Context: an optimization exercise on an open-source flow, tuned for small area, a short achievable clock period and few clock cycles per item. The choices shown serve that exercise and are no tape-out recipe.
At most, simulation tests tie the RTL to the original design; equivalence was not proved.
Function not checked in runs 2 to 4: the RTL went through the layout flow alone.

`flow/config.mk`:
```
export PLATFORM = sky130hd
export DESIGN_NAME = part_2_TOP
export DESIGN_NICKNAME = part_2_TOP
export VERILOG_FILES = /design/flow/design.v
export SDC_FILE = /design/flow/constraint.sdc
export NUM_CORES = 4
export LEC_CHECK = 0
export CAP_MARGIN = 20
export CORE_MARGIN = 2
export CORE_UTILIZATION = 40
export PLACE_DENSITY = 0.6
export SLEW_MARGIN = 20
```
`flow/run.sh`:
```
#!/bin/bash
# synth_recipe.tcl (not shown) runs the flow's synth.tcl, then flattens the netlist and writes it again
# the make line also repeats each setting of config.mk as NAME=value (left out here)
make -C /OpenROAD-flow-scripts/flow DESIGN_CONFIG=/design/flow/config.mk WORK_HOME=/design/flow/orfs CLKGATE_MAP_FILE= SYNTH_SCRIPT=/design/flow/synth_recipe.tcl finish
```
`flow/constraint.sdc`:
```
create_clock -name core_clock -period 10.0 [get_ports {clk}]
set_input_delay 2.0000 -clock core_clock [delete_from_list [all_inputs] [get_ports {clk}]]
set_output_delay 2.0000 -clock core_clock [all_outputs]
set_load 0.01 [all_outputs]
```
`flow/design.v`:
```
module part_1 (input clk , rst , ldx , ldt , init_t , init_counter , counter_en , select , input[15:0] Xbus , output [15:0] out , output co , output reg [2:0] count  );
    reg [15:0] Mux_in , X_reg ,T_reg;
    wire[15:0] Mux_out ;
    wire[31:0] Mult_out;
    always @(posedge clk , posedge rst) begin     
        if(rst==1)
            X_reg <= 0;
        else begin
            if(ldx==1)
                X_reg <= Xbus;
        end
    end
    always @(posedge clk , posedge rst) begin     
        if(rst==1)
            T_reg <= 0;
        else begin
            if(init_t==1)
                T_reg <= 16'hFFFF;
            else begin
                if(ldt==1)
                    T_reg <= Mult_out[31:16];
            end
        end
    end
    always @(posedge clk , posedge rst ) begin     
        if(rst==1)
            count <= 0 ;
        else begin
            if(init_counter==1)
                count <= 0 ;
                else begin
                    if(counter_en==1)
                        count <= count+1;
                end
        end
    end
    assign co = (count==3'b111) ? 1 : 0 ;           
    always @(*) begin
         case (count)
            0: Mux_in = 16'hFFFF;
            1: Mux_in = 16'h8000;
            2: Mux_in = 16'h5555;
            3: Mux_in = 16'h4000;
            4: Mux_in = 16'h3333;
            5: Mux_in = 16'h2AAA;
            6: Mux_in = 16'h2492;
            7: Mux_in = 16'h2000;
        endcase
    end
    assign Mux_out = (select==1) ? Mux_in : X_reg ;
    assign Mult_out= Mux_out * T_reg ;
    assign out = T_reg ;
endmodule
module part_1CO (input clk , rst , start , co, output reg ldx , ldt , Init_t , counter_en , Init_counter , select , Done );   
    reg [2:0] ps , ns ;
    parameter IDLE = 0 , START = 1 , load = 2 , Mult1 = 3 , Mult2 = 4 , adding = 5 ;
    always @( posedge clk or posedge rst ) begin
        if(rst==1)
            ps <= IDLE ;
        else
            ps <= ns ;
    end
    always @(*) begin
         ns = IDLE ;
        {ldx , ldt , Init_t , counter_en , Init_counter , select , Done} = 0 ;
        case (ps)
            IDLE: begin
                ns = start ? START : IDLE ;
            end
            START: begin
                ns = start ? START : load ;
            end
            load: begin
                ldx = 1 ; Init_t = 1 ; Init_counter = 1 ;
                ns = Mult1;
            end
            Mult1: begin
                ns = Mult2 ;
                select = 1 ; ldt = 1 ;
            end
            Mult2: begin
                select = 0 ; ldt = 1 ;
                ns = adding ;
            end
            adding: begin
                counter_en = 1 ; Done = 1 ;
                ns = co ? IDLE : Mult1 ;
            end
            default: ns = IDLE ;
        endcase
    end
endmodule
module part_1_TOP (input clk , rst , start , input [15:0] Xbus , output [15:0] Tbus , output Done , co , output [2:0] count );        
    wire ldx , ldt , init_t , init_counter , counter_en , select ;
    part_1 par1(clk , rst , ldx , ldt , init_t , init_counter , counter_en , select , Xbus ,  Tbus ,  co , count );
    part_1CO par2( clk , rst , start , co,  ldx , ldt , init_t , counter_en , init_counter , select , Done );
endmodule
module part_2_DP (input clk , rst , start , ldE , init_E1,init_E2 , input [15:0] Xbus , input [1:0] MOD , output Done , co , output[2:0] count , output [17:0] RBUS );
    reg [17:0] add_out ;
    wire [15:0] Tbus ;
    reg [17:0] E_reg ;
    wire [17:0] add_in ;
    assign add_in = {2'b00,Tbus} ;    
    part_1_TOP ut( clk , rst , start , Xbus , Tbus , Done , co , count);
    always @(posedge clk , posedge rst) begin          
        if(rst==1)
            E_reg <= 0;
        else begin
            if(init_E1==1)
                E_reg <= 18'h10000 ;
            else begin
                if(init_E2==1)
                    E_reg <= 0 ;
                    else begin
                        if(ldE==1)
                            E_reg <= add_out ;
                    end
            end
        end
    end
    parameter e = 0 , sin = 1 , cos = 2 , ln = 3 ;
    always @(posedge clk , posedge rst) begin      
        if(rst==1)
            add_out <= 0;
        else if(Done==1) begin
        add_out <= 0 ;
        case (MOD)
            e:begin
                    add_out <= E_reg + add_in ;
            end
            sin:begin
                if(count==3'b000)
                    add_out <= E_reg + add_in;
                else begin
                    if(count==3'b100)
                        add_out <= E_reg + add_in;
                    else begin
                        if(count==3'b010)
                            add_out <= E_reg - add_in;
                        else begin
                            if(count==3'b110)
                                add_out <= E_reg - add_in;
                        end
                    end
                end
            end
            cos:begin
                if(count==3'b011)
                    add_out <= E_reg + add_in;
                else begin
                    if(count==3'b101)
                        add_out <= E_reg - add_in;
                    else begin
                        if(count==3'b001)
                            add_out <= E_reg - add_in;
                        else begin
                            if(count==3'b111)
                                add_out <= E_reg + add_in;
                        end
                    end
                end
            end
            default: ;
        endcase
        end
    end
    assign RBUS = E_reg ;                          
endmodule
module part_2_CO ( input clk , rst , start , Done , co , input [1:0] MOD , input [2:0] count , output reg Ready , ldE , init_E1 , init_E2 );   
    reg[1:0] ns , ps ;
    parameter IDLE = 0 , START = 1 , WAIT = 2 , ADD = 3 ;
    always @( posedge clk , posedge rst ) begin
        if(rst==1)
            ps <= IDLE ;
        else
            ps <= ns ;
    end
    always @(*) begin
         ns = 0 ;
        {ldE , init_E2,init_E1, Ready} = 0 ;
        case (ps)
            IDLE: begin
                ns = start ? START : IDLE ;
                Ready = 1 ;
            end
            START: begin
                ns = start ? START : WAIT ;
                if(MOD==1)
                    init_E2 = 1 ;
                else
                    init_E1 = 1 ;
            end
            WAIT: begin
                ns = Done ? ADD : WAIT ;
            end
            ADD: begin                          
                ns = co ? IDLE : WAIT ;
                if(MOD==0)
                    ldE = 1 ;
                else begin
                    if(MOD==1) begin
                        if(count[0]==1)
                            ldE=1;
                    end
                    else begin
                        if(MOD==2)
                            if(count[0]==0)
                            ldE=1;
                    end
                end
            end
        endcase
    end
endmodule
module part_Ln (input clk , rst , ldx , ldt , init_t , ldE , init_E , init_counter , counter_en , select , input[15:0] Xbus , output [17:0] out , output co );
    reg[2:0] count ;
    reg [15:0] Mux_in , X_reg , T_reg ;
    wire[15:0] Mux_out ;
    wire[31:0] Mult_out;
    wire [17:0] add_in ;
    reg [17:0] add_out ,E_reg ;
    assign add_in = {2'b00 , T_reg };
    always @(posedge clk , posedge rst) begin
        if(rst==1)
            X_reg <= 0;
        else begin
            if(ldx==1)
                X_reg <= Xbus;
        end
    end
    always @(posedge clk , posedge rst) begin
        if(rst==1)
            T_reg <= 0;
        else begin
            if(init_t==1)
                T_reg <= 16'hFFFF;
            else begin
                if(ldt==1)
                    T_reg <= Mult_out[31:16];
            end
        end
    end
    always @(posedge clk , posedge rst) begin
        if(rst==1)
            E_reg <= 0;
        else begin
            if(init_E==1)
                E_reg <= 18'h0000;
            else begin
                if(ldE==1)
                    E_reg <= add_out ;
            end
        end
    end
    always @(posedge clk , posedge rst ) begin
        if(rst==1)
            count <= 0 ;
        else begin
            if(init_counter==1)
                count <= 0 ;
            else begin
                if(counter_en==1)
                    count <= count+1;
            end
        end
    end
    assign co = (count==3'b111) ? 1 : 0 ;
    always @(*) begin
         case (count)
            0: Mux_in = 16'hFFFF;
            1: Mux_in = 16'h8000;
            2: Mux_in = 16'hAAAA;
            3: Mux_in = 16'hC000;
            4: Mux_in = 16'hCCCC;
            5: Mux_in = 16'hD555;
            6: Mux_in = 16'hD999;
            7: Mux_in = 16'hE000;
        endcase
    end
    assign Mux_out = (select==1) ? Mux_in : X_reg ;
    assign Mult_out= Mux_out * T_reg ;
    always @(*) begin
        case (count)
            0: add_out =  E_reg + add_in ;
            1: add_out =  E_reg - add_in ;
            2: add_out =  E_reg + add_in ;
            3: add_out =  E_reg - add_in ;
            4: add_out =  E_reg + add_in ;
            5: add_out =  E_reg - add_in ;
            6: add_out =  E_reg + add_in ;
            7: add_out =  E_reg - add_in ;
            default: add_out = 0;
        endcase
    end
    assign out = E_reg;
endmodule
module part_LnCO (input clk , rst , start , co, output reg ldx , ldt , init_t , ldE , init_E , counter_en , init_counter , select , Ready );
    reg [2:0] ps , ns ;
    parameter IDLE = 0 , START = 1 , load = 2 , Mult1 = 3 , Mult2 = 4 , adding = 5 ;
    always @( posedge clk or posedge rst ) begin
        if(rst==1)
            ps <= IDLE ;
        else
            ps <= ns ;
    end
    always @(*) begin
         ns = IDLE ;
        { ldx , ldt , init_t , counter_en , init_counter , select , ldE , init_E  , Ready } = 0 ;
        case (ps)
            IDLE: begin
                ns = start ? START : IDLE ;
                Ready = 1 ;
            end
            START: begin
                ns = start ? START : load ;
            end
            load: begin
                ldx = 1 ; init_t = 1 ; init_E = 1 ; init_counter = 1 ;
                ns = Mult1 ;
            end
            Mult1: begin
                ns = Mult2 ;
                select = 1 ; ldt = 1 ;
            end
            Mult2: begin
                select = 0 ; ldt = 1 ;
                ns = adding ;
            end
            adding: begin
                counter_en = 1 ; ldE = 1 ;
                ns = co ? IDLE : Mult1 ;
            end
            default: ns = IDLE ;
        endcase
    end
endmodule
module part_Ln_TOP (input clk , rst , start , input [15:0] Xbus , output Ready , output [17:0] RBUS);
    wire ldx , ldt , init_t , ldE , init_E , init_counter , counter_en , select , co ;
    part_Ln uut(clk , rst , ldx , ldt , init_t , ldE , init_E , init_counter , counter_en , select , Xbus , RBUS ,  co );
    part_LnCO ut( clk , rst , start , co, ldx , ldt , init_t , ldE , init_E , counter_en , init_counter , select , Ready );
endmodule
module part_2_TOP (input clk , rst , start , input [1:0] MOD , input [15:0] Xbus , output Ready , output [17:0] RBUS);
    wire ldE ,  init_E1,init_E2 , Done ,Done1 , Done2 , co ;
    wire [2:0] count ;
    wire [17:0] out1 , out2 ;
    reg [17:0] Final_output ;
    part_2_DP uut1( clk , rst , start , ldE , init_E1,init_E2 , Xbus , MOD , Done , co , count , out1 );      
    part_2_CO uut2(  clk , rst , start , Done , co , MOD , count , Done1 , ldE , init_E1,init_E2 );
    part_Ln_TOP uut3( clk , rst , start , Xbus , Done2 , out2 );                                            
    always @(*) begin
        case (MOD)
           3 : Final_output = out2 ;
           default : Final_output = out1 ;
        endcase
    end
    assign RBUS = Final_output ;
    assign Ready = Done1 & Done2 ;    
endmodule
```
==> impl_summary.log, run 1 <==
INFO  metric final-setup-viol-count = 0
INFO  metric dominantRegCellSynth = sky130_fd_sc_hd__dfrtp_1
INFO  metric synth_top_family_by_area = adder cells
INFO  metric clock_tree.root_cell = sky130_fd_sc_hd__clkbuf_16
INFO  metric rr_endpoint = uut3.uut.T_reg[13]
INFO  metric layout.area.seq = between 3000 and 4000 µm²
INFO  metric fillerInstances = ~5900
INFO  metric hold_viol_final = 0
INFO  metric globalplace.congestion = 0.867
INFO  metric ant_nets = 0
INFO  metric edff_count_synth = 0
INFO  metric pin_count_of_the_biggest_net_entering_global_routing = 70
INFO  metric synth_xor_area_share = 2.48%
INFO  metric postCtsSetupRepairBufs = 0
INFO  metric critical_path_s_most_frequent_cell = sky130_fd_sc_hd__fa_1
INFO  metric gr_usage_total = approximately a fifth
INFO  metric synth.top_cells.by_area = sky130_fd_sc_hd__fa_1 32%, sky130_fd_sc_hd__dfrtp_1 14%, sky130_fd_sc_hd__ha_1 13%, sky130_fd_sc_hd__inv_1 7.8%, sky130_fd_sc_hd__nand2_1 6.1%
INFO  metric dieHeight = 251 µm
INFO  metric min_delay_worst_endpoint = uut1.add_out[13]
INFO  metric cts_buffer_depth = 2
INFO  metric floorplan.io_pins = 40
INFO  metric cts-buffers-inserted = 17
INFO  metric floorplan.initialDensity = roughly two fifths
INFO  metric synth_compound_gate_area_share = 9.23%
INFO  metric timing_worst_slew_pin_value = 1.19 ns
INFO  metric timing.fmax = 119 MHz
INFO  metric grt_first_pass_wirelength = 107000 µm
INFO  metric slowest_stage = sky130_fd_sc_hd__dfrtp_1
INFO  metric ctsResizeCount = 0
INFO  metric global_route.overflow_total = 0
INFO  metric wire_per_inst = 18.4 µm
INFO  metric worstPathMaxFanout = 24
INFO  metric synth_seq_cells = roughly 130
INFO  metric cp-start-kind = register
INFO  metric post_drt_via_cell_ratio = 5.34
INFO  metric mappedNetlistNets = 3423
INFO  metric clock-skew-final = around 0.012 ns
INFO  metric crit_type = register to register
INFO  metric timing.hold.worst.start = uut1.add_out[13]
INFO  metric cts_tree = yes
INFO  metric coreArea = between 60000 and 70000 µm²
INFO  metric clk_pin_slew_worst_paths = 0.07 ns
INFO  metric synth-warning-count = 7
INFO  metric clock_latency = 0.44 ns
INFO  metric hpwlAfterDp = 51200 µm
INFO  metric ys_async_sr_fraction = 100%
INFO  metric initial_antenna_violation_count = 2
INFO  metric yosys.area_share.simple = approximately 17%
INFO  metric maxCapViolations = 0
INFO  metric detail_route.first_pass.iterations = 6
INFO  metric cts_hold_repair.buffers = 0
INFO  metric cp-end-kind = register
INFO  metric adder_cell_share_of_the_synthesized_area = 45.4%
INFO  metric finalCritPeriodShare = a little over four fifths
INFO  metric via_count_of_the_first_global_routing_pass = 20100
INFO  metric post_synth_inst_count = ~2800
INFO  metric required = 10.37 ns
INFO  metric post_route_cells_drive_above_1_share = 5.39%
INFO  metric areaGrowthSynthToFinish = 7.44%
INFO  metric hold_path_class = register to register
INFO  metric synth_area = 24400 µm²
INFO  metric multiInputGateArea = 18700 µm²
INFO  metric synth_largest_area_cell = sky130_fd_sc_hd__fa_1
INFO  metric yosys.area.top_type_share = a little under a third
INFO  metric synth_area_per_cell = 8.86 µm²
INFO  metric cp_data_arrival_time = 8.79 ns
INFO  metric post-route-min-period = between 8 and 9 ns
INFO  metric numPortBuffers = 39
INFO  metric detail_route.wirelength = 64400 µm
INFO  metric worst_path_max_stage_delay = 0.85 ns
INFO  metric synthMuxAreaShare = 2.66%
INFO  metric drc_errors = 0
INFO  metric n_antenna_cell = 0
INFO  metric min_delay_path_depth = 2
INFO  metric post_synth_cell_types = 75
INFO  metric fp.dieArea = 62900 µm²
INFO  metric setup.reg_to_reg.worst_slack = 1.58 ns
INFO  metric synth-seq-area-share = 13.6%
INFO  metric fp-row-count = 90
INFO  metric r2r_cells = 26
INFO  metric grt_setup_unrepaired = false
INFO  metric final_cells = 3509
INFO  metric drv_slew = 0
INFO  metric setup_tns = 0 ns
INFO  metric width_of_the_die = about 250 µm
INFO  metric nets = 3386
INFO  metric vias = 18700
INFO  metric cts.htree.levels = 4
INFO  metric r2r_start = uut3.uut.count[0]
INFO  metric slew_headroom = 20.3%
INFO  metric numPlacedInstances = roughly 3500
INFO  metric clock-sinks = 132
INFO  metric drt_iter0_markers = 1119
INFO  metric outcome = finished clean
==> per-stage QoR <==
| stage | setup WS (ns) | instance area [µm²] | utilization (%) | hold WS, ns |
|---|---|---|---|---|
| floorplan | 2.76 | 24400 | - | 0.438 |
| global route | 0.986 | 26200 | 43.4 | 0.500 |
| detailed placement | 1.64 | 25500 | 42.3 | 0.460 |
| finish | 1.58 | 26200 | 43.4 | 0.477 |
| CTS | 1.61 | 26200 | 43.4 | 0.475 |
| global placement | 1.81 | 25500 | 42.3 | 0.455 |
==> area by class of cell <==
type | count | area share (%)
clock inverter | 14 | 0.812
tap | 782 | 3.74
inverter | 506 | 7.27
timing repair buffer | 71 | 2.41
clock buffer | 18 | 1.68
sequential | 132 | 12.6
multi-input combinational | 1986 | 71.5
==> cell usage after synthesis, drive strengths merged, types with 11 or more instances <==
cell	number
clkbuf	118
dfrtp	132
nor2	98
ha	262
fa	389
o21ai	90
nand2	394
xor2	22
inv	505
o21a	18
and2	191
nand2b	18
o31ai	13
a31oi	11
nor3	63
xnor2	47
mux2	49
nand3	28
a21o	28
a21oi	94
==> worst max-delay path by stage <==
stage,startpoint,to,slack [ns],cells past startpoint
finish,uut3.uut.count[0],uut3.uut.T_reg[13],1.58,26
global route,uut3.uut.count[0],uut3.uut.T_reg[13],0.99,26
CTS,uut3.uut.count[0],uut3.uut.T_reg[15],1.61,26
detailed placement,uut3.uut.count[0],uut3.uut.T_reg[15],1.64,26
global placement,uut3.uut.count[0],uut3.uut.T_reg[15],1.81,27
floorplan,uut3.ut.ps[2],uut3.uut.T_reg[15],2.76,30
==> cells in the final DEF, fill, tap and decap left out, drive strengths merged, types with 18 or more instances in the layout <==
| master | Yosys | routed |
|---|---|---|
| inv | 505 | 511 |
| nand2 | 394 | 394 |
| fa | 389 | 389 |
| ha | 262 | 262 |
| and2 | 191 | 191 |
| dfrtp | 132 | 132 |
| nor2 | 98 | 98 |
| a21oi | 94 | 94 |
| o21ai | 90 | 90 |
| nor3 | 63 | 63 |
| mux2 | 49 | 49 |
| xnor2 | 47 | 47 |
| clkdlybuf4s50 | 0 | 39 |
| buf | 9 | 32 |
| a21o | 28 | 28 |
| nand3 | 28 | 28 |
| xor2 | 22 | 22 |
| o21a | 18 | 18 |
| nand2b | 18 | 18 |
| clkbuf | 118 | 18 |
==> kinds of logic (layout without fill, tap and decap cells) <==
kind of cell             count (synthesis)  after routing
flip-flops                             132            132
adder cells (fa/ha/maj)                651            651
multiplexers                            57             57
AO/OA/AOI/OAI                          349            349
XOR/XNOR                                69             69
buffers and inverters                  633            609
AND/OR/NAND/NOR                        860            860
==> critical path, delay by kind of cell (launching register included) <==
kind	cells	cell delay, ns
adders and majority gates	8	3.79
muxes	1	0.13
and+or+nand+nor	5	1.07
buffers and inverters	4	0.35
AOI/OAI and AO/OA	8	2.17
DFF	1	0.85
==> metal layers <==
| metal | GRT usage [%] | vias up | wire length (µm) |
|---|---|---|---|
| met5 | 0 | - | 11 |
| met3 | 3.23 | 106 | 3640 |
| met4 | 6.22 | 2 | 1650 |
| met1 | 28.5 | 9582 | 28200 |
| met2 | 36.0 | 488 | 30900 |
| li1 | - | 8568 | - |
Testbench counts, summed over its fixed seeds: cycles 34,560, items 1,280.
==> run 2: changes to the inputs <==
==> flow/design.v (replaced) <==
module part_2_TOP (input clk, rst, start, input [1:0] MOD, input [15:0] Xbus,
                   output Ready, output [17:0] RBUS);
    reg        busy;       
    reg        ph;         
    reg        pend;       
    reg [1:0]  mr;         
    reg [2:0]  k;          
    reg [15:0] D;          
    reg [15:0] U;          
    reg [17:0] acc;        
    wire [15:0] t0 = Xbus - {15'd0, Xbus > 16'h8000} - {15'd0, Xbus != 16'd0};
    wire [15:0] pm;
    mul16hi mu (.a(U), .b(D), .y(pm));
    reg [2:0] last;
    always @(*) begin
        case (mr)
            2'd0: last = 3'd6;
            2'd1: last = 3'd6;
            2'd2: last = 3'd5;
            default: last = 3'd7;
        endcase
    end
    wire [2:0] kn = k + 3'd1;
    reg [15:0] cn;
    always @(*) begin
        case ({mr == 2'd3, kn})
            {1'b0, 3'd2}: cn = 16'h5555;
            {1'b0, 3'd3}: cn = 16'h4000;
            {1'b0, 3'd4}: cn = 16'h3333;
            {1'b0, 3'd5}: cn = 16'h2AAA;
            {1'b0, 3'd6}: cn = 16'h2492;
            {1'b0, 3'd7}: cn = 16'h2000;
            {1'b1, 3'd2}: cn = 16'hAAAA;
            {1'b1, 3'd3}: cn = 16'hC000;
            {1'b1, 3'd4}: cn = 16'hCCCC;
            {1'b1, 3'd5}: cn = 16'hD555;
            {1'b1, 3'd6}: cn = 16'hD999;
            {1'b1, 3'd7}: cn = 16'hE000;
            default:      cn = 16'h0000;
        endcase
    end
    reg inc, neg;
    always @(*) begin
        case (mr)
            2'd0: begin inc = (k != 3'd7); neg = 1'b0;  end    
            2'd1: begin inc = ~k[0];       neg = k[1];  end    
            2'd2: begin inc = k[0];        neg = ~k[1]; end    
            default: begin inc = 1'b1;     neg = k[0];  end    
        endcase
    end
    wire [17:0] addend = (pend & inc) ? (neg ? -{2'b00, U} : {2'b00, U}) : 18'd0;
    wire [17:0] sum = acc + addend;
    assign RBUS  = sum;
    assign Ready = ~busy;
    always @(posedge clk or posedge rst) begin
        if (rst) begin
            busy <= 1'b0;
            ph   <= 1'b0;
            pend <= 1'b0;
            mr   <= 2'd0;
            k    <= 3'd0;
        end else begin
            pend <= busy & ph;
            if (!busy) begin
                if (start) begin
                    busy <= 1'b1;
                    ph   <= 1'b1;
                    mr   <= MOD;
                    k    <= 3'd1;
                end
            end else if (ph) begin
                ph <= 1'b0;
                if (k == last)
                    busy <= 1'b0;
            end else begin
                ph <= 1'b1;
                k  <= kn;
            end
        end
    end
    always @(posedge clk) begin
        U <= busy ? pm : {1'b0, t0[15:1]};
        D <= (busy & ph) ? cn : Xbus;
        if (!busy & start) begin
            case (MOD)
                2'd0: acc <= {2'b01, t0};
                2'd2: acc <= 18'h10000;
                default: acc <= {2'b00, t0};
            endcase
        end else
            acc <= sum;
    end
endmodule
module mul16hi (input [15:0] a, input [15:0] b, output [15:0] y);
    wire [17:0] bb = {1'b0, b, 1'b0};
    wire [31:0] rows [0:8];
    genvar j;
    generate
        for (j = 0; j < 8; j = j + 1) begin : g
            wire [2:0] r = bb[2*j+2:2*j];
            wire one = r[0] ^ r[1];
            wire two = (r == 3'b011) | (r == 3'b100);
            wire neg = r[2];
            wire [16:0] m = ({17{one}} & {1'b0, a}) | ({17{two}} & {a, 1'b0});
            wire [16:0] p = m ^ {17{neg}};
            wire [31:0] pr = {14'd0, ~neg, p} << (2*j);
            if (j == 0) assign rows[0] = pr;
            else        assign rows[j] = pr | ({31'd0, g[j-1].neg} << (2*j-2));
        end
    endgenerate
    assign rows[8] = {b[15] ? a : 16'd0, 1'b0, g[7].neg, 14'd0};
    localparam [31:0] K = 32'h5556_0000;
    wire [31:0] s = rows[0] + rows[1] + rows[2] + rows[3] + rows[4] + rows[5]
                  + rows[6] + rows[7] + rows[8] + K;
    assign y = s[31:16];
endmodule
==> impl_summary.log, run 2 <==
INFO  metric most_frequent_standard_cell_in_the_layout_excluding_fill_and_tap_cells = sky130_fd_sc_hd__xnor2_1
INFO  metric post_synth_inst_count = 1217 (-56%)
INFO  metric worst_path_dominant_cell_family = compound AO/OA/AOI/OAI gates
INFO  metric slowest_stage = sky130_fd_sc_hd__ha_1
INFO  metric r2r_start = D[1]
INFO  metric cts-buffers-inserted = 9 (-8)
INFO  metric mostFrequentLayoutCells = 146 x sky130_fd_sc_hd__xnor2_1, 126 x sky130_fd_sc_hd__ha_1, 121 x sky130_fd_sc_hd__inv_1
INFO  metric synth.top_cells.by_area = sky130_fd_sc_hd__fa_1 17%, sky130_fd_sc_hd__ha_1 15%, sky130_fd_sc_hd__xnor2_1 12%, sky130_fd_sc_hd__dfxtp_1 9.7%, sky130_fd_sc_hd__a22oi_1 7.6%
INFO  metric setup.reg_to_reg.worst_slack = 1.55 ns (-0.03 ns)
INFO  metric initial_antenna_violation_count = 0 (-2)
INFO  metric ys_async_sr_fraction = 13.8% (-86 points)
INFO  metric post_synth_cell_types = 66 (-12%)
INFO  metric clock-sinks = 58 (-56%)
INFO  metric worst_path_max_stage_delay = 0.60 ns (-0.25 ns)
INFO  metric r2r_cells = 31 (+19%)
INFO  metric n_antenna_cell = 0 (unchanged)
INFO  metric synth_largest_area_cell = sky130_fd_sc_hd__fa_1
INFO  metric grt_setup_unrepaired = false
INFO  metric drc_errors = 0 (unchanged)
INFO  metric hpwlAfterDp = 21500 µm (-58%)
INFO  metric setup_tns = 0 ns (unchanged)
INFO  metric dieHeight = 165 µm (-34%)
INFO  metric grt_first_pass_wirelength = 45300 µm (-58%)
INFO  metric global_route.overflow_total = 0 (unchanged)
INFO  metric post_route_cells_drive_above_1_share = 5.12% (-0.28 points)
INFO  metric final-setup-viol-count = 0 (unchanged)
INFO  metric areaGrowthSynthToFinish = 8.99%
INFO  metric globalplace.congestion = 0.895 (+3.2%)
INFO  metric post_placement_setup_slack = 1.68 ns (+0.0397 ns)
INFO  metric drt_iter0_markers = 536 (-52%)
INFO  metric min_delay_worst_endpoint = busy
INFO  metric synth_seq_cells = 58 (-56%)
INFO  metric fp-row-count = 58 (-36%)
INFO  metric cp-end-kind = register
INFO  metric numPortBuffers = 39 (unchanged)
INFO  metric buffers_plus_inverters_on_the_worst_setup_path = 3 (-1)
INFO  metric detail_route.wirelength = 28200 µm (-56%)
INFO  metric timing_worst_slew_pin_value = 1.06 ns (-0.128 ns)
INFO  metric crit_type = register to register
INFO  metric nets = 1441 (-57%)
INFO  metric maxCapViolations = 0 (unchanged)
INFO  metric drv_slew = 0 (unchanged)
INFO  metric finalCritPeriodShare = 84.5% (+0.25 points)
INFO  metric coreArea = 25300 µm² (-58%)
INFO  metric ant_nets = 0 (unchanged)
INFO  metric fp.dieArea = 27200 µm² (-57%)
INFO  metric synth-seq-area-share = 11.6% (-2.0 points)
INFO  metric synth-warning-count = 2 (-5)
INFO  metric cp-start-kind = register
INFO  metric cts.htree.levels = 3 (-1)
INFO  metric rr_endpoint = U[15]
INFO  metric floorplan.initialDensity = 40.9% (+0.51 points)
INFO  metric clock-skew-final = 0.00808 ns (-0.00356 ns)
INFO  metric timing.hold.worst.start = k[2]
INFO  metric via_count_of_the_first_global_routing_pass = 8496 (-58%)
INFO  metric clock_latency = 0.33 ns (-0.11 ns)
INFO  metric width_of_the_die = 165 µm (-34%)
INFO  metric clock_tree.root_cell = sky130_fd_sc_hd__clkbuf_16
INFO  metric postCtsSetupRepairBufs = 0 (unchanged)
INFO  metric synth_area_per_cell = 8.51 µm² (-3.9%)
INFO  metric worstPathMaxFanout = 20 (-17%)
INFO  metric cp_data_arrival_time = 8.62 ns (-0.17 ns)
INFO  metric outcome = finished clean
INFO  metric synth_area = 10400 µm² (-58%)
INFO  metric edff_count_synth = 0 (unchanged)
INFO  metric register_containing_the_most_flip_flops_in_the_final_layout = acc
INFO  metric hold_viol_final = 0 (unchanged)
INFO  metric cts_tree = yes
INFO  metric clk_pin_slew_worst_paths = 0.06 ns (about the same)
INFO  metric worst_slack = 1.55 ns (-0.0254 ns)
INFO  metric timing.fmax = 118 MHz (-0.30%)
INFO  metric floorplan.io_pins = 40 (unchanged)
INFO  metric post-route-min-period = 8.45 ns (+0.0254 ns)
INFO  metric timing.critical_path.depth = 31 (+19%)
INFO  metric ctsResizeCount = 0 (unchanged)
INFO  metric yosys.area.top_type_share = 16.8% (-15 points)
INFO  metric gr_usage_total = 21.3% (-0.043 points)
INFO  metric vias = 8657 (-54%)
INFO  metric largest_reg_flops = 18
INFO  metric detail_route.first_pass.iterations = 7 (+1)
INFO  metric post-synth-top-count-cell = sky130_fd_sc_hd__xnor2_1
INFO  metric dominantRegCellSynth = sky130_fd_sc_hd__dfxtp_1
INFO  metric slew_headroom = 29.0% (+8.7 points)
INFO  metric min_delay_path_depth = 1 (-1)
INFO  metric mappedNetlistNets = 1451 (-58%)
INFO  metric pin_count_of_the_biggest_net_entering_global_routing = 36 (-49%)
INFO  metric post_drt_via_cell_ratio = 5.61 (+5.1%)
INFO  metric hold_path_class = register to register
INFO  metric wire_per_inst = 18.3 µm (-0.42%)
INFO  metric cts_hold_repair.buffers = 0 (unchanged)
INFO  metric required = 10.18 ns (-0.19 ns)
INFO  metric cts_buffer_depth = 2 (unchanged)
INFO  metric commonest_cells_in_the_synthesized_netlist = 146 x sky130_fd_sc_hd__xnor2_1, 126 x sky130_fd_sc_hd__ha_1, 121 x sky130_fd_sc_hd__inv_1
-- run 2: changes by cell type after synthesis, moves of 45 or more --
cell	change
sky130_fd_sc_hd__a21oi_1	-56
sky130_fd_sc_hd__nand2_1	-313
sky130_fd_sc_hd__clkbuf_1	-56
sky130_fd_sc_hd__nor3_1	-48
sky130_fd_sc_hd__ha_1	-136
sky130_fd_sc_hd__xnor2_1	+99
sky130_fd_sc_hd__fa_1	-302
sky130_fd_sc_hd__nor2_1	-45
sky130_fd_sc_hd__dfxtp_1	+50
sky130_fd_sc_hd__inv_1	-384
sky130_fd_sc_hd__dfrtp_1	-124
sky130_fd_sc_hd__and2_1	-183
sky130_fd_sc_hd__a22oi_1	+103
-- run 2: how the worst max path moves through the flow --
stage,start,to
2_1_floorplan,D[1],U[14]
3_5_place_dp,D[1],U[15]
6_report,D[1],U[15]
4_1_cts,D[1],U[15]
5_1_grt,D[1],U[15]
3_3_place_gp,D[1],U[14]
-- run 2: through the flow --
| stage | std cells | area (µm²) | utilization [%] | hold slack [ns] |
|---|---|---|---|---|
| 6_report | 1542 | 11300 | 44.6 | 0.565 |
| 5_1_grt | 1542 | 11300 | 44.6 | 0.597 |
| 4_1_cts | 1542 | 11300 | 44.6 | 0.558 |
| 3_5_place_dp | 1526 | 11000 | 43.5 | 0.553 |
| 3_3_place_gp | 1526 | 11000 | 43.5 | 0.546 |
| 2_1_floorplan | 1217 | 10400 | - | 0.503 |
-- run 2: layout make-up --
class / instances / area (µm²)
Fill cell: 2535 / 14000
Timing Repair Buffer: 64 / 578
Inverter: 125 / 474
Clock buffer: 11 / 233
Clock inverter: 5 / 32.5
Tap cell: 330 / 413
Multi-Input combinational cell: 949 / 8360
Sequential cell: 58 / 1200
-- run 2: cells by family (layout without fill, tap and decap cells) --
logic type,count (synthesis),in the layout,share of synthesized area (%)
AND/OR/NAND/NOR,229,229,10.5
AO/OA/AOI/OAI,291,291,19.4
flip-flops,58,58,11.6
adder cells (fa/ha/maj),213,213,32.0
multiplexers,18,18,1.84
XOR/XNOR,198,198,16.9
buffers and inverters,210,205,7.77
-- run 2: metal layers --
layer  track usage (%)  share of wire [%]  vias up
li1                  -                  -     4145
met1              29.1                 45     4222
met5                 0                  0        -
met3              2.36                4.7       39
met2              36.1                 48      251
met4              5.18                2.0        0
==> run 3: changes to the inputs <==
--- a/flow/design.v
+++ b/flow/design.v
@@ -2,15 +2,17 @@
                    output Ready, output [17:0] RBUS);
     reg        busy;       
     reg        ph;         
+    reg        dl;         
     reg        pend;       
     reg [1:0]  mr;         
     reg [2:0]  k;          
-    reg [15:0] D;          
+    reg [7:0]  D;          
     reg [15:0] U;          
+    reg [15:0] P;          
     reg [17:0] acc;        
     wire [15:0] t0 = Xbus - {15'd0, Xbus > 16'h8000} - {15'd0, Xbus != 16'd0};
-    wire [15:0] pm;
-    mul16hi mu (.a(U), .b(D), .y(pm));
+    wire [23:0] s  = {8'd0, P} + U * D;
+    wire [15:0] pn = s[23:8];
     reg [2:0] last;
     always @(*) begin
         case (mr)
@@ -39,6 +41,7 @@
             default:      cn = 16'h0000;
         endcase
     end
+    wire cshort = (cn[7:0] == 8'd0);    
     reg inc, neg;
     always @(*) begin
         case (mr)
@@ -56,31 +59,49 @@
         if (rst) begin
             busy <= 1'b0;
             ph   <= 1'b0;
+            dl   <= 1'b0;
             pend <= 1'b0;
             mr   <= 2'd0;
             k    <= 3'd0;
         end else begin
-            pend <= busy & ph;
+            pend <= busy & ph & dl;
             if (!busy) begin
                 if (start) begin
                     busy <= 1'b1;
                     ph   <= 1'b1;
+                    dl   <= 1'b0;
                     mr   <= MOD;
                     k    <= 3'd1;
                 end
+            end else if (!dl) begin
+                dl <= 1'b1;
             end else if (ph) begin
                 ph <= 1'b0;
+                dl <= cshort;
                 if (k == last)
                     busy <= 1'b0;
             end else begin
                 ph <= 1'b1;
+                dl <= 1'b0;
                 k  <= kn;
             end
         end
     end
     always @(posedge clk) begin
-        U <= busy ? pm : {1'b0, t0[15:1]};
-        D <= (busy & ph) ? cn : Xbus;
+        if (!busy) begin
+            U <= {1'b0, t0[15:1]};
+            P <= 16'd0;
+            D <= Xbus[7:0];
+        end else begin
+            U <= dl ? pn : U;
+            P <= dl ? 16'd0 : pn;
+            if (!dl)
+                D <= ph ? Xbus[15:8] : cn[15:8];
+            else if (ph)
+                D <= cshort ? cn[15:8] : cn[7:0];
+            else
+                D <= Xbus[7:0];
+        end
         if (!busy & start) begin
             case (MOD)
                 2'd0: acc <= {2'b01, t0};
@@ -91,26 +112,3 @@
             acc <= sum;
     end
 endmodule
-module mul16hi (input [15:0] a, input [15:0] b, output [15:0] y);
-    wire [17:0] bb = {1'b0, b, 1'b0};
-    wire [31:0] rows [0:8];
-    genvar j;
-    generate
-        for (j = 0; j < 8; j = j + 1) begin : g
-            wire [2:0] r = bb[2*j+2:2*j];
-            wire one = r[0] ^ r[1];
-            wire two = (r == 3'b011) | (r == 3'b100);
-            wire neg = r[2];
-            wire [16:0] m = ({17{one}} & {1'b0, a}) | ({17{two}} & {a, 1'b0});
-            wire [16:0] p = m ^ {17{neg}};
-            wire [31:0] pr = {14'd0, ~neg, p} << (2*j);
-            if (j == 0) assign rows[0] = pr;
-            else        assign rows[j] = pr | ({31'd0, g[j-1].neg} << (2*j-2));
-        end
-    endgenerate
-    assign rows[8] = {b[15] ? a : 16'd0, 1'b0, g[7].neg, 14'd0};
-    localparam [31:0] K = 32'h5556_0000;
-    wire [31:0] s = rows[0] + rows[1] + rows[2] + rows[3] + rows[4] + rows[5]
-                  + rows[6] + rows[7] + rows[8] + K;
-    assign y = s[31:16];
-endmodule
==> impl_summary.log, run 3 <==
INFO  metric coreArea = 21600 µm² (-15%)
INFO  metric n_antenna_cell = 0 (unchanged)
INFO  metric cp_data_arrival_time = 4.59 ns (-4.03 ns)
INFO  metric vias = 6962 (-20%)
INFO  metric edff_count_synth = 15 (+15)
INFO  metric ys_async_sr_fraction = 13.4% (-0.36 points)
INFO  metric cp-start-kind = register
INFO  metric grt_first_pass_wirelength = 37700 µm (-17%)
INFO  metric numPlacedInstances = 1302 (-15%)
INFO  metric required = 8.00 ns (-2.18 ns)
INFO  metric clock-skew-final = 0.00945 ns (+0.00136 ns)
INFO  metric mostFrequentLayoutCells = 150 x sky130_fd_sc_hd__inv_1, 101 x sky130_fd_sc_hd__fa_1, 84 x sky130_fd_sc_hd__nand2_1
INFO  metric post_drt_via_cell_ratio = 5.28 (-5.9%)
INFO  metric areaGrowthSynthToFinish = 10.3%
INFO  metric hold_path_class = register to register
INFO  metric dieHeight = 152 µm (-8.0%)
INFO  metric post-synth-top-count-cell = sky130_fd_sc_hd__inv_1
INFO  metric grt_setup_unrepaired = false
INFO  metric dominantRegCellSynth = sky130_fd_sc_hd__dfxtp_1
INFO  metric synth.top_cells.by_area = sky130_fd_sc_hd__fa_1 23%, sky130_fd_sc_hd__dfxtp_1 9.9%, sky130_fd_sc_hd__ha_1 9.6%, sky130_fd_sc_hd__inv_1 6.4%, sky130_fd_sc_hd__and2_1 5.6%
INFO  metric most_frequent_standard_cell_in_the_layout_excluding_fill_and_tap_cells = sky130_fd_sc_hd__inv_1
INFO  metric initial_antenna_violation_count = 0 (unchanged)
INFO  metric slew_headroom = 44.5% (+15 points)
INFO  metric hold_viol_final = 0 (unchanged)
INFO  metric global_route.overflow_total = 0 (unchanged)
INFO  metric post_placement_setup_slack = 3.58 ns (+1.90 ns)
INFO  metric gr_usage_total = 21.1% (-0.19 points)
INFO  metric worst_path_max_stage_delay = 0.64 ns (+0.04 ns)
INFO  metric worstPathCellList = or4_4 -> nor3_1 -> nand2b_1 -> nor4_1 -> o21ai_0 -> a21oi_1 -> ha_1 -> a21o_1 -> a2111o_1 -> o21ai_1 -> o21ai_1 -> xor2_1 -> clkdlybuf4s50_1
INFO  metric cts-buffers-inserted = 9 (unchanged)
INFO  metric fillerInstances = 2150 (-15%)
INFO  metric drv_slew = 0 (unchanged)
INFO  metric nets = 1222 (-15%)
INFO  metric post_synth_cell_types = 67 (+1.5%)
INFO  metric globalplace.congestion = 0.852 (-4.7%)
INFO  metric floorplan.io_pins = 40 (unchanged)
INFO  metric setup_tns = 0 ns (unchanged)
INFO  metric register_containing_the_most_flip_flops_in_the_final_layout = acc
INFO  metric via_count_of_the_first_global_routing_pass = 7069 (-17%)
INFO  metric buffers_plus_inverters_on_the_worst_setup_path = 1 (-2)
INFO  metric hpwlAfterDp = 17900 µm (-17%)
INFO  metric clock-sinks = 67 (+16%)
INFO  metric synth_area = 8730 µm² (-16%)
INFO  metric final_cells = 1318 (-15%)
INFO  metric largest_reg_flops = 18 (unchanged)
INFO  metric post-route-min-period = 6.59 ns (-1.86 ns)
INFO  metric commonest_cells_in_the_synthesized_netlist = 150 x sky130_fd_sc_hd__inv_1, 101 x sky130_fd_sc_hd__fa_1, 84 x sky130_fd_sc_hd__nand2_1
INFO  metric fp.dieArea = 23000 µm² (-15%)
INFO  metric outcome = finished clean
INFO  metric ant_nets = 0 (unchanged)
INFO  metric post_route_cells_drive_above_1_share = 3.47% (-1.6 points)
INFO  metric cts_hold_repair.buffers = 0 (unchanged)
INFO  metric synth-seq-area-share = 17.6% (+6.0 points)
INFO  metric clk_pin_slew_worst_paths = 0.06 ns (about the same)
INFO  metric postCtsSetupRepairBufs = 0 (unchanged)
INFO  metric post_synth_inst_count = 1028 (-16%)
INFO  metric synth_seq_cells = 67 (+16%)
INFO  metric numPortBuffers = 39 (unchanged)
INFO  metric worst_slack = 3.41 ns (+1.86 ns)
INFO  metric final-setup-viol-count = 0 (unchanged)
INFO  metric synth-warning-count = 1 (-1)
INFO  metric synth_largest_area_cell = sky130_fd_sc_hd__fa_1
INFO  metric finalCritPeriodShare = 65.9% (-19 points)
INFO  metric detail_route.wirelength = 22800 µm (-19%)
INFO  metric crit_type = register to primary output
INFO  metric cts_tree = yes
INFO  metric wire_per_inst = 17.3 µm (-5.5%)
INFO  metric drt_iter0_markers = 366 (-32%)
INFO  metric worst_path_dominant_cell_family = simple AND/OR/NAND/NOR gates
INFO  metric slowest_stage = sky130_fd_sc_hd__or4_4
INFO  metric worstPathMaxFanout = 11 (-45%)
INFO  metric clock_tree.root_cell = sky130_fd_sc_hd__clkbuf_16
INFO  metric pin_count_of_the_biggest_net_entering_global_routing = 29 (-19%)
INFO  metric cts_buffer_depth = 2 (unchanged)
INFO  metric detail_route.first_pass.iterations = 5 (-2)
INFO  metric final.hold.worst_slack = 0.592 ns (+0.0278 ns)
INFO  metric clock_latency = 0.34 ns (about the same)
INFO  metric ctsResizeCount = 0 (unchanged)
INFO  metric cts.htree.levels = 3 (unchanged)
INFO  metric timing.fmax = 152 MHz (+28%)
INFO  metric drc_errors = 0 (unchanged)
INFO  metric floorplan.initialDensity = 40.4% (-0.52 points)
INFO  metric width_of_the_die = 152 µm (-8.0%)
INFO  metric mappedNetlistNets = 1217 (-16%)
INFO  metric critical_path_s_most_frequent_cell = sky130_fd_sc_hd__o21ai_1
INFO  metric yosys.area.top_type_share = 23.2% (+6.3 points)
INFO  metric timing_worst_slew_pin_value = 0.830 ns (-0.233 ns)
INFO  metric fp-row-count = 54 (-6.9%)
INFO  metric synth_area_per_cell = 8.49 µm² (-0.22%)
INFO  metric cp-end-kind = primary output
INFO  metric maxCapViolations = 0 (unchanged)
run 3: cell types whose count changed after synthesis, sizes merged, moves of 10 or more:
cell | before | now
a22oi | 105 | 0
inv | 123 | 151
ha | 126 | 67
nor2 | 52 | 76
clkbuf | 61 | 45
nor2b | 14 | 4
xor2 | 51 | 17
edfxtp | 0 | 15
fa | 87 | 101
and2 | 8 | 84
buf | 24 | 5
xnor2 | 146 | 35
run 3: worst register-to-register path: stages (launching register included):
cell and delay (ns):
sky130_fd_sc_hd__dfxtp_1 0.83, sky130_fd_sc_hd__and2_2 0.33, sky130_fd_sc_hd__fa_1 0.45, sky130_fd_sc_hd__fa_1 0.53, sky130_fd_sc_hd__fa_1 0.55, sky130_fd_sc_hd__inv_1 0.06, sky130_fd_sc_hd__fa_1 0.55, sky130_fd_sc_hd__inv_1 0.05
sky130_fd_sc_hd__ha_1 0.40, sky130_fd_sc_hd__a21oi_1 0.28, sky130_fd_sc_hd__o211ai_1 0.17, sky130_fd_sc_hd__o211ai_1 0.13, sky130_fd_sc_hd__nor4bb_1 0.49, sky130_fd_sc_hd__o21ai_1 0.18, sky130_fd_sc_hd__a21o_1 0.22, sky130_fd_sc_hd__a32o_1 0.25
run 3: cell families (layout without fill, tap and decap cells):
kind of cell | count (synthesis) | in the layout | synth area share (%)
AO/OA/AOI/OAI | 185 | 185 | 13.5
XOR/XNOR | 52 | 52 | 5.22
adder cells (fa/ha/maj) | 168 | 168 | 32.8
buffers and inverters | 201 | 211 | 8.76
flip-flops | 67 | 67 | 17.6
multiplexers | 21 | 21 | 2.44
AND/OR/NAND/NOR | 334 | 334 | 19.8
run 3: final cells by class:
class                   count  area, µm²  share of cell area [%]
well taps                 280        350                    3.64
inverters                 151        567                    5.89
repair buffers             44        428                    4.45
multi-input cells         760       6430                    66.8
clock buffers              13        272                    2.82
clock inverters             3       43.8                   0.455
flip-flops and latches     67       1540                    16.0
run 3: worst paths after layout:
| path | slack [ns] | to | from | cells after the start |
|---|---|---|---|---|
| max | 3.41 | RBUS[16] | U[5] | 13 |
| min | 0.59 | busy | k[2] | 1 |
| max reg2reg | 4.46 | U[15] | D[6] | 15 |
| min reg2reg | 0.59 | busy | k[2] | 1 |
| max in group asynchronous | 7.80 | dl | rst | 2 |
| min in group asynchronous | 1.94 | ph | rst | 2 |
run 3: through the flow:
stage | utilization, % | cell area (µm²)
final | 44.5 | 9630
after global routing | 44.5 | 9630
after CTS | 44.5 | 9630
after detailed placement | 43.1 | 9310
after global placement | 43.1 | 9310
after floorplan | - | 8730
run 3: routing by layer:
layer | vias up | track usage (%) | wire length (µm)
li1 | 3388 | - | -
met1 | 3351 | 29.3 | 10600
met2 | 185 | 34.5 | 10700
met3 | 38 | 2.60 | 949
met4 | 0 | 6.39 | 570
met5 | - | 0 | 0
==> run 4: changes to the inputs <==
--- a/flow/config.mk
+++ b/flow/config.mk
@@ -5,8 +5,10 @@
 export SDC_FILE = /design/flow/constraint.sdc
 export NUM_CORES = 4
 export LEC_CHECK = 0
+export ABC_CLOCK_PERIOD_IN_PS = 4000
 export CAP_MARGIN = 20
 export CORE_MARGIN = 2
 export CORE_UTILIZATION = 40
 export PLACE_DENSITY = 0.6
+export SETUP_SLACK_MARGIN = 5
 export SLEW_MARGIN = 20
==> impl_summary.log, run 4 <==
INFO  metric outcome = finished clean
INFO  metric worst_slack = 4.33 ns (+0.917 ns)
INFO  metric post_synth_cell_types = 67 (unchanged)
INFO  metric areaGrowthSynthToFinish = 31.6%
INFO  metric cts_tree = yes
INFO  metric clock_tree.root_cell = sky130_fd_sc_hd__clkbuf_16
INFO  metric synth_area = 8730 µm² (unchanged)
INFO  metric grt_setup_unrepaired = true
INFO  metric dominantRegCellSynth = sky130_fd_sc_hd__dfxtp_1
INFO  metric synthMuxAreaShare = 2.44% (unchanged)
INFO  metric cts_hold_repair.buffers = 0 (unchanged)
INFO  metric most_frequent_standard_cell_in_the_layout_excluding_fill_and_tap_cells = sky130_fd_sc_hd__inv_1
INFO  metric clock-sinks = 67 (unchanged)
INFO  metric hold_path_class = register to register
INFO  metric place_area = 9380 µm² (+0.73%)
INFO  metric global_route.overflow_total = 0 (unchanged)
INFO  metric finalCritPeriodShare = 56.7% (-9.2 points)
INFO  metric mostFrequentLayoutCells = 146 x sky130_fd_sc_hd__inv_1, 106 x sky130_fd_sc_hd__buf_4, 99 x sky130_fd_sc_hd__fa_1
INFO  metric timing.hold.worst.start = mr[1]
INFO  metric adder_cell_share_of_the_synthesized_area = 32.8% (unchanged)
INFO  metric crit_type = register to primary output
INFO  metric drt_iter0_markers = 506 (+38%)
INFO  metric min_delay_worst_endpoint = mr[1]
INFO  metric fillerInstances = 1967 (-8.5%)
INFO  metric post_drt_via_cell_ratio = 5.42 (+2.6%)
INFO  metric min_delay_path_depth = 2 (+1)
INFO  metric cts-buffers-inserted = 9 (unchanged)
INFO  metric post-synth-top-count-cell = sky130_fd_sc_hd__inv_1
INFO  metric post_route_cells_drive_above_1_share = 27.5% (+24 points)
INFO  metric floorplan.initialDensity = 40.4% (unchanged)
INFO  metric clk_pin_slew_worst_paths = 0.05 ns (about the same)
INFO  metric post_placement_setup_slack = 3.87 ns (+0.293 ns)
INFO  metric globalplace.congestion = 0.908 (+6.5%)
INFO  metric numPortBuffers = 39 (unchanged)
INFO  metric synth_xor_area_share = 5.22% (unchanged)
INFO  metric maxCapViolations = 0 (unchanged)
INFO  metric drv_slew = 0 (unchanged)
INFO  metric timing.fmax = 176 MHz (+16%)
INFO  metric cp_data_arrival_time = 3.67 ns (-0.92 ns)
INFO  metric synth_seq_cells = 67 (unchanged)
INFO  metric synth-seq-area-share = 17.6% (unchanged)
INFO  metric synth_largest_area_cell = sky130_fd_sc_hd__fa_1
INFO  metric wire_per_inst = 18.4 µm (+6.4%)
INFO  metric hold_viol_final = 0 (unchanged)
INFO  metric setup.reg_to_reg.worst_slack = 5.04 ns (+0.58 ns)
INFO  metric pin_count_of_the_biggest_net_entering_global_routing = 29 (unchanged)
INFO  metric mappedNetlistNets = 1217 (unchanged)
INFO  metric ant_nets = 0 (unchanged)
INFO  metric synth_compound_gate_area_share = 13.5% (unchanged)
INFO  metric hpwlAfterDp = 18100 µm (+1.1%)
INFO  metric register_containing_the_most_flip_flops_in_the_final_layout = acc
INFO  metric yosys.area.top_type_share = 23.2% (unchanged)
INFO  metric cp-end-kind = primary output
INFO  metric synth-warning-count = 1 (unchanged)
INFO  metric rr_endpoint = U[7]
INFO  metric post_synth_inst_count = 1028 (unchanged)
INFO  metric detail_route.wirelength = 26400 µm (+16%)
INFO  metric via_count_of_the_first_global_routing_pass = 7525 (+6.5%)
INFO  metric synth_area_per_cell = 8.49 µm² (unchanged)
INFO  metric gr_usage_total = 22.8% (+1.7 points)
INFO  metric setup_tns = 0 ns (unchanged)
INFO  metric cp-start-kind = register
INFO  metric r2r_cells = 16 (+1)
INFO  metric ys_async_sr_fraction = 13.4% (unchanged)
INFO  metric grt_first_pass_wirelength = 40500 µm (+7.6%)
INFO  metric clock-skew-final = 0.0110 ns (+0.00151 ns)
INFO  metric yosys.area_share.simple = 19.8% (unchanged)
INFO  metric slew_headroom = 40.5% (-4.0 points)
INFO  metric width_of_the_die = 152 µm (unchanged)
INFO  metric fp.dieArea = 23000 µm² (unchanged)
INFO  metric initial_antenna_violation_count = 0 (unchanged)
INFO  metric synth_top_family_by_area = adder cells
INFO  metric detail_route.first_pass.iterations = 5 (unchanged)
INFO  metric drc_errors = 0 (unchanged)
INFO  metric post-route-min-period = 5.67 ns (-0.917 ns)
INFO  metric final-setup-viol-count = 0 (unchanged)
INFO  metric commonest_cells_in_the_synthesized_netlist = 150 x sky130_fd_sc_hd__inv_1, 101 x sky130_fd_sc_hd__fa_1, 84 x sky130_fd_sc_hd__nand2_1
INFO  metric required = 8.00 ns (about the same)
INFO  metric dieHeight = 152 µm (unchanged)
INFO  metric cts.htree.levels = 3 (unchanged)
INFO  metric postLayoutCellArea = 11500 µm² (+19%)
INFO  metric fp-row-count = 54 (unchanged)
INFO  metric worstPathMaxFanout = 5 (-6)
INFO  metric coreArea = 21600 µm² (unchanged)
INFO  metric largest_reg_flops = 18 (unchanged)
INFO  metric edff_count_synth = 15 (unchanged)
INFO  metric nets = 1340 (+9.7%)
INFO  metric cts_buffer_depth = 2 (unchanged)
INFO  metric r2r_start = U[3]
INFO  metric n_antenna_cell = 0 (unchanged)
INFO  metric timing_worst_slew_pin_value = 0.890 ns (+0.0597 ns)
INFO  metric clock_latency = 0.34 ns (about the same)
INFO  metric synth.top_cells.by_area = sky130_fd_sc_hd__fa_1 23%, sky130_fd_sc_hd__dfxtp_1 9.9%, sky130_fd_sc_hd__ha_1 9.6%, sky130_fd_sc_hd__inv_1 6.4%, sky130_fd_sc_hd__and2_1 5.6%
INFO  metric vias = 7780 (+12%)
INFO  metric floorplan.io_pins = 40 (unchanged)
run 4: kinds of logic after synthesis:
kind of cell    after synthesis
flops                        67
compound gates              185
fa+ha+maj                   168
mux                          21
xor+xnor                     52
simple gates                334
buf+inv                     201
run 4: worst max-delay path by stage:
stage                     startpoint  endpoint  slack, ns  cells after the start
final                          mr[1]  RBUS[17]       4.33                     20
after global routing            U[5]  RBUS[16]       4.18                     13
after CTS                       U[5]  RBUS[17]       4.33                     15
after detailed placement     Xbus[6]     U[12]       3.87                     14
after global placement          U[6]  RBUS[16]       3.89                     13
after floorplan              Xbus[7]     U[12]       4.74                     13
run 4: critical path: stages, from the launching register on:
cell and delay (ns):
sky130_fd_sc_hd__dfrtp_2 0.42, sky130_fd_sc_hd__buf_6 0.13, sky130_fd_sc_hd__nor2_2 0.03, sky130_fd_sc_hd__nor2_1 0.13, sky130_fd_sc_hd__o21ai_2 0.09, sky130_fd_sc_hd__buf_6 0.13, sky130_fd_sc_hd__buf_12 0.12, sky130_fd_sc_hd__buf_8 0.13
sky130_fd_sc_hd__buf_6 0.11, sky130_fd_sc_hd__nor2_4 0.09, sky130_fd_sc_hd__xnor2_2 0.13, sky130_fd_sc_hd__nor2_1 0.07, sky130_fd_sc_hd__ha_1 0.34, sky130_fd_sc_hd__and3_4 0.20, sky130_fd_sc_hd__a221oi_2 0.26, sky130_fd_sc_hd__buf_4 0.16
sky130_fd_sc_hd__o21a_1 0.17, sky130_fd_sc_hd__a31oi_4 0.13, sky130_fd_sc_hd__nor4_2 0.25, sky130_fd_sc_hd__nor4_4 0.08, sky130_fd_sc_hd__buf_2 0.15
run 4: per-layer routing:
metal | GRT usage [%] | up-vias | wire (µm)
li1 | - | 3611 | -
met1 | 31.8 | 3839 | 11600
met2 | 37.4 | 281 | 12600
met3 | 2.60 | 49 | 1400
met4 | 7.04 | 0 | 751
met5 | 0 | - | 0
run 4: cell type report:
cell class	instances	area [µm²]	area share (%)
sequential	67	1560	13.6
inverter	151	567	4.93
tap	280	350	3.05
clock inverter	4	42.5	0.370
timing repair buffer	162	1340	11.6
multi-input combinational	760	7400	64.4
clock buffer	12	236	2.06
run 4: what timing repair did:
| action | 4_1_cts | 5_1_grt |
|---|---|---|
| setup endpoints to repair | 55 | 44 |
| pin swaps | 69 | 75 |
| endpoints found under the hold margin | 0 | 0 |
| gates resized for setup | 211 | 98 |
| buffers inserted | 89 | 29 |
| gates cloned | 1 | 0 |
run 4: through the flow:
step	cells	hold WS [ns]	utilization, %
2_1_floorplan	1028	0.517	-
3_3_place_gp	1301	0.598	43.4
3_5_place_dp	1301	0.593	43.4
4_1_cts	1407	0.575	50.0
5_1_grt	1436	0.593	53.2
6_report	1436	0.580	53.2
==> run 5: changes to the inputs <==
==> flow/design.v (replaced) <==
module part_2_TOP (input clk, rst, start, input [1:0] MOD, input [15:0] Xbus,
                   output Ready, output [17:0] RBUS);
    reg        busy;       
    reg        ph;         
    reg        pend;       
    reg [1:0]  mr;         
    reg [2:0]  k;          
    reg [15:0] D;          
    reg [15:0] U;          
    reg [17:0] acc;        
    wire [15:0] t0 = Xbus - {15'd0, Xbus > 16'h8000} - {15'd0, Xbus != 16'd0};
    wire [31:0] prod = D * U;
    wire [15:0] pm = prod[31:16];
    reg [2:0] last;
    always @(*) begin
        case (mr)
            2'd0: last = 3'd6;
            2'd1: last = 3'd6;
            2'd2: last = 3'd5;
            default: last = 3'd7;
        endcase
    end
    wire [2:0] kn = k + 3'd1;
    reg [15:0] cn;
    always @(*) begin
        case ({mr == 2'd3, kn})
            {1'b0, 3'd2}: cn = 16'h5555;
            {1'b0, 3'd3}: cn = 16'h4000;
            {1'b0, 3'd4}: cn = 16'h3333;
            {1'b0, 3'd5}: cn = 16'h2AAA;
            {1'b0, 3'd6}: cn = 16'h2492;
            {1'b0, 3'd7}: cn = 16'h2000;
            {1'b1, 3'd2}: cn = 16'hAAAA;
            {1'b1, 3'd3}: cn = 16'hC000;
            {1'b1, 3'd4}: cn = 16'hCCCC;
            {1'b1, 3'd5}: cn = 16'hD555;
            {1'b1, 3'd6}: cn = 16'hD999;
            {1'b1, 3'd7}: cn = 16'hE000;
            default:      cn = 16'h0000;
        endcase
    end
    reg inc, neg;
    always @(*) begin
        case (mr)
            2'd0: begin inc = (k != 3'd7); neg = 1'b0;  end    
            2'd1: begin inc = ~k[0];       neg = k[1];  end    
            2'd2: begin inc = k[0];        neg = ~k[1]; end    
            default: begin inc = 1'b1;     neg = k[0];  end    
        endcase
    end
    wire [17:0] addend = (pend & inc) ? (neg ? -{2'b00, U} : {2'b00, U}) : 18'd0;
    wire [17:0] sum = acc + addend;
    assign RBUS  = sum;
    assign Ready = ~busy;
    always @(posedge clk or posedge rst) begin
        if (rst) begin
            busy <= 1'b0;
            ph   <= 1'b0;
            pend <= 1'b0;
            mr   <= 2'd0;
            k    <= 3'd0;
        end else if (!busy) begin
            if (start) begin
                busy <= 1'b1;
                ph   <= 1'b1;
                pend <= 1'b0;
                mr   <= MOD;
                k    <= 3'd1;
            end else
                pend <= 1'b0;
        end else if (ph) begin
            ph   <= 1'b0;
            pend <= 1'b1;
            if (k == last)
                busy <= 1'b0;
        end else begin
            ph   <= 1'b1;
            pend <= 1'b0;
            k    <= kn;
        end
    end
    always @(posedge clk) begin
        if (!busy) begin
            if (start) begin
                U <= {1'b0, t0[15:1]};
                D <= Xbus;
                case (MOD)
                    2'd0: acc <= {2'b01, t0};
                    2'd2: acc <= 18'h10000;
                    default: acc <= {2'b00, t0};
                endcase
            end else
                acc <= sum;
        end else begin
            U <= pm;
            if (ph) begin
                D <= cn;
            end else begin
                D <= Xbus;
                acc <= sum;
            end
        end
    end
endmodule
--- a/flow/config.mk
+++ b/flow/config.mk
@@ -5,10 +5,10 @@
 export SDC_FILE = /design/flow/constraint.sdc
 export NUM_CORES = 4
 export LEC_CHECK = 0
-export ABC_CLOCK_PERIOD_IN_PS = 4000
+export ABC_CLOCK_PERIOD_IN_PS = 5000
 export CAP_MARGIN = 20
 export CORE_MARGIN = 2
 export CORE_UTILIZATION = 40
 export PLACE_DENSITY = 0.6
-export SETUP_SLACK_MARGIN = 5
+export SETUP_SLACK_MARGIN = 4
 export SLEW_MARGIN = 20
==> impl_summary.log, run 5 <==
INFO  metric worstPathMaxFanout = 6 (+1)
INFO  metric vias = 10300 (+32%)
INFO  metric synth_area_per_cell = 8.82 µm² (+3.9%)
INFO  metric yosys.area.top_type_share = 31.4% (+8.2 points)
INFO  metric initial_antenna_violation_count = 0 (unchanged)
INFO  metric gr_usage_total = 21.2% (-1.6 points)
INFO  metric clock-sinks = 58 (-13%)
INFO  metric worstPathCellList = buf_6 -> clkbuf_16 -> and2_4 -> fa_1 -> inv_2 -> fa_2 -> fa_1 -> fa_1 -> inv_2 -> fa_1 -> inv_2 -> fa_1 -> inv_2 -> ha_4 -> nand3_4 -> o21a_1 -> a32o_2 -> a21oi_4 -> a31oi_4 -> o31ai_2 -> xnor2_1 -> mux2i_1
INFO  metric commonest_cells_in_the_synthesized_netlist = 256 x sky130_fd_sc_hd__inv_1, 198 x sky130_fd_sc_hd__nand2_1, 195 x sky130_fd_sc_hd__fa_1
INFO  metric grt_setup_unrepaired = true
INFO  metric cts_tree = yes
INFO  metric outcome = finished clean
INFO  metric grt_first_pass_wirelength = 55100 µm (+36%)
INFO  metric post_synth_cell_types = 58 (-13%)
INFO  metric critical_path_s_most_frequent_cell = sky130_fd_sc_hd__fa_1
INFO  metric hold_path_class = register to register
INFO  metric n_antenna_cell = 0 (unchanged)
INFO  metric dieHeight = 180 µm (+19%)
INFO  metric layout.area.seq = 1710 µm² (+9.5%)
INFO  metric drv_slew = 0 (unchanged)
INFO  metric post-synth-top-count-cell = sky130_fd_sc_hd__inv_1
INFO  metric globalplace.congestion = 0.860 (-5.3%)
INFO  metric worst_path_max_stage_delay = 0.55 ns (+0.13 ns)
INFO  metric detail_route.wirelength = 35200 µm (+33%)
INFO  metric largest_reg_flops = 18 (unchanged)
INFO  metric mostFrequentLayoutCells = 242 x sky130_fd_sc_hd__inv_1, 197 x sky130_fd_sc_hd__nand2_1, 193 x sky130_fd_sc_hd__fa_1
INFO  metric floorplan.io_pins = 40 (unchanged)
INFO  metric final-setup-viol-count = 0 (unchanged)
INFO  metric post_drt_via_cell_ratio = 5.34 (-1.3%)
INFO  metric cp_data_arrival_time = 6.21 ns (+2.54 ns)
INFO  metric fp-row-count = 64 (+19%)
INFO  metric synth_area = 12400 µm² (+42%)
INFO  metric clk_pin_slew_worst_paths = 0.05 ns (about the same)
INFO  metric ant_nets = 0 (unchanged)
INFO  metric cts.htree.levels = 3 (unchanged)
INFO  metric maxCapViolations = 0 (unchanged)
INFO  metric numPortBuffers = 39 (unchanged)
INFO  metric register_containing_the_most_flip_flops_in_the_final_layout = acc
INFO  metric cp-start-kind = register
INFO  metric floorplan.initialDensity = 40.6% (+0.26 points)
INFO  metric coreArea = 30600 µm² (+41%)
INFO  metric synth.top_cells.by_area = sky130_fd_sc_hd__fa_1 31%, sky130_fd_sc_hd__ha_1 13%, sky130_fd_sc_hd__edfxtp_1 12%, sky130_fd_sc_hd__inv_1 7.7%, sky130_fd_sc_hd__nand2_1 6.0%
INFO  metric wire_per_inst = 18.2 µm (-0.78%)
INFO  metric cts-buffers-inserted = 9 (unchanged)
INFO  metric setup_tns = 0 ns (unchanged)
INFO  metric synth_seq_cells = 58 (-13%)
INFO  metric via_count_of_the_first_global_routing_pass = 10500 (+40%)
INFO  metric cp-end-kind = register
run 5: final timing paths:
path / cells after the start / to / from / slack (ns)
max: 22 / U[13] / U[4] / 3.85
min: 1 / busy / k[2] / 0.51
max reg2reg: 22 / U[13] / U[4] / 3.85
min reg2reg: 1 / busy / k[2] / 0.51
max in group asynchronous: 2 / k[0] / rst / 7.84
min in group asynchronous: 2 / pend / rst / 1.90
run 5: final cells by class:
cell class                      instances  area share, %
Timing Repair Buffer                  173           10.9
Inverter                              256           6.34
Tap cell                              396           3.27
Sequential cell                        58           11.3
Clock inverter                          6          0.537
Clock buffer                           10           1.51
Multi-Input combinational cell       1029           66.1
run 5: per-stage QoR:
| stage | area [µm²] | util (%) | cells | setup slack [ns] |
|---|---|---|---|---|
| 2_1_floorplan | 12400 | - | 1409 | 4.01 |
| 3_3_place_gp | 13100 | 42.9 | 1786 | 3.38 |
| 3_5_place_dp | 13100 | 42.9 | 1786 | 3.23 |
| 4_1_cts | 14600 | 47.7 | 1901 | 3.89 |
| 5_1_grt | 15100 | 49.5 | 1928 | 3.69 |
| 6_report | 15100 | 49.5 | 1928 | 3.85 |
run 5: worst max-delay path, delay by kind of cell (launching register included):
| family | cells | cell delay [ns] |
|---|---|---|
| adders and majority gates | 7 | 3.35 |
| AOI/OAI and AO/OA | 5 | 1.11 |
| buffers and inverters | 6 | 0.50 |
| DFF | 1 | 0.45 |
| and+or+nand+nor | 2 | 0.22 |
| xor gates and xnor gates | 1 | 0.15 |
| muxes | 1 | 0.09 |
run 5: per-layer routing:
metal | share of wire [%] | GRT usage (%) | vias up
li1 | - | - | 4685
met1 | 44 | 28.5 | 5253
met2 | 48 | 35.7 | 297
met3 | 5.5 | 3.68 | 70
met4 | 2.6 | 5.10 | 0
met5 | 0 | 0 | -
run 5: repair_timing:
action,CTS,global route
endpoints found under the setup margin,27,25
buffers inserted,99,25
gates cloned,0,2
pin swaps,33,57
gates resized for setup,56,79
hold buffers,0,0
run 5: cells by family after synthesis:
group                    Yosys count  share of synthesized area [%]
AND/OR/NAND/NOR                  446                           17.3
adder cells (fa/ha/maj)          323                           44.3
buffers and inverters            322                           9.74
AO/OA/AOI/OAI                    191                           10.0
XOR/XNOR                          58                           4.09
flip-flops                        58                           13.7
multiplexers                      11                          0.886
Testbench counts of run 5, summed over its fixed seeds: cycles 15,422, items 1,280.

[separate check: timing with driven ports]
The results above use ideal ports. As a check the final layouts listed here were re-extracted and re-timed, cells and wires unchanged.
Step 1 assumes that a clkbuf_16 drives the clock port and a buf_2 every other input.
Step 2 adds t to the input delays and takes it off the output delays; t is the mean of the earliest and latest rising clock arrival at the registers after step 1. Input paths then give back, and output paths get back, about the clock's delay inside the block.
Slacks: ideal / step 1 / step 2; pairs: ideal / step 1.
| run | t, ns | slack for setup (ns) | worst slew at a driven data input, ns |
|---|---|---|---|
| run 1 | 0.482 | 1.579 / 1.579 / 1.579 | 0.11 |
| run 2 | 0.362 | 1.554 / 1.554 / 1.554 | 0.04 |
| run 3 | 0.369 | 3.412 / 3.376 / 3.540 | 0.04 |
| run 4 | 0.379 | 4.329 / 4.286 / 4.374 | 0.06 |
| run 5 | 0.368 | 3.846 / 3.846 / 3.846 | 0.04 |
After both steps setup and hold are still met in every run listed.
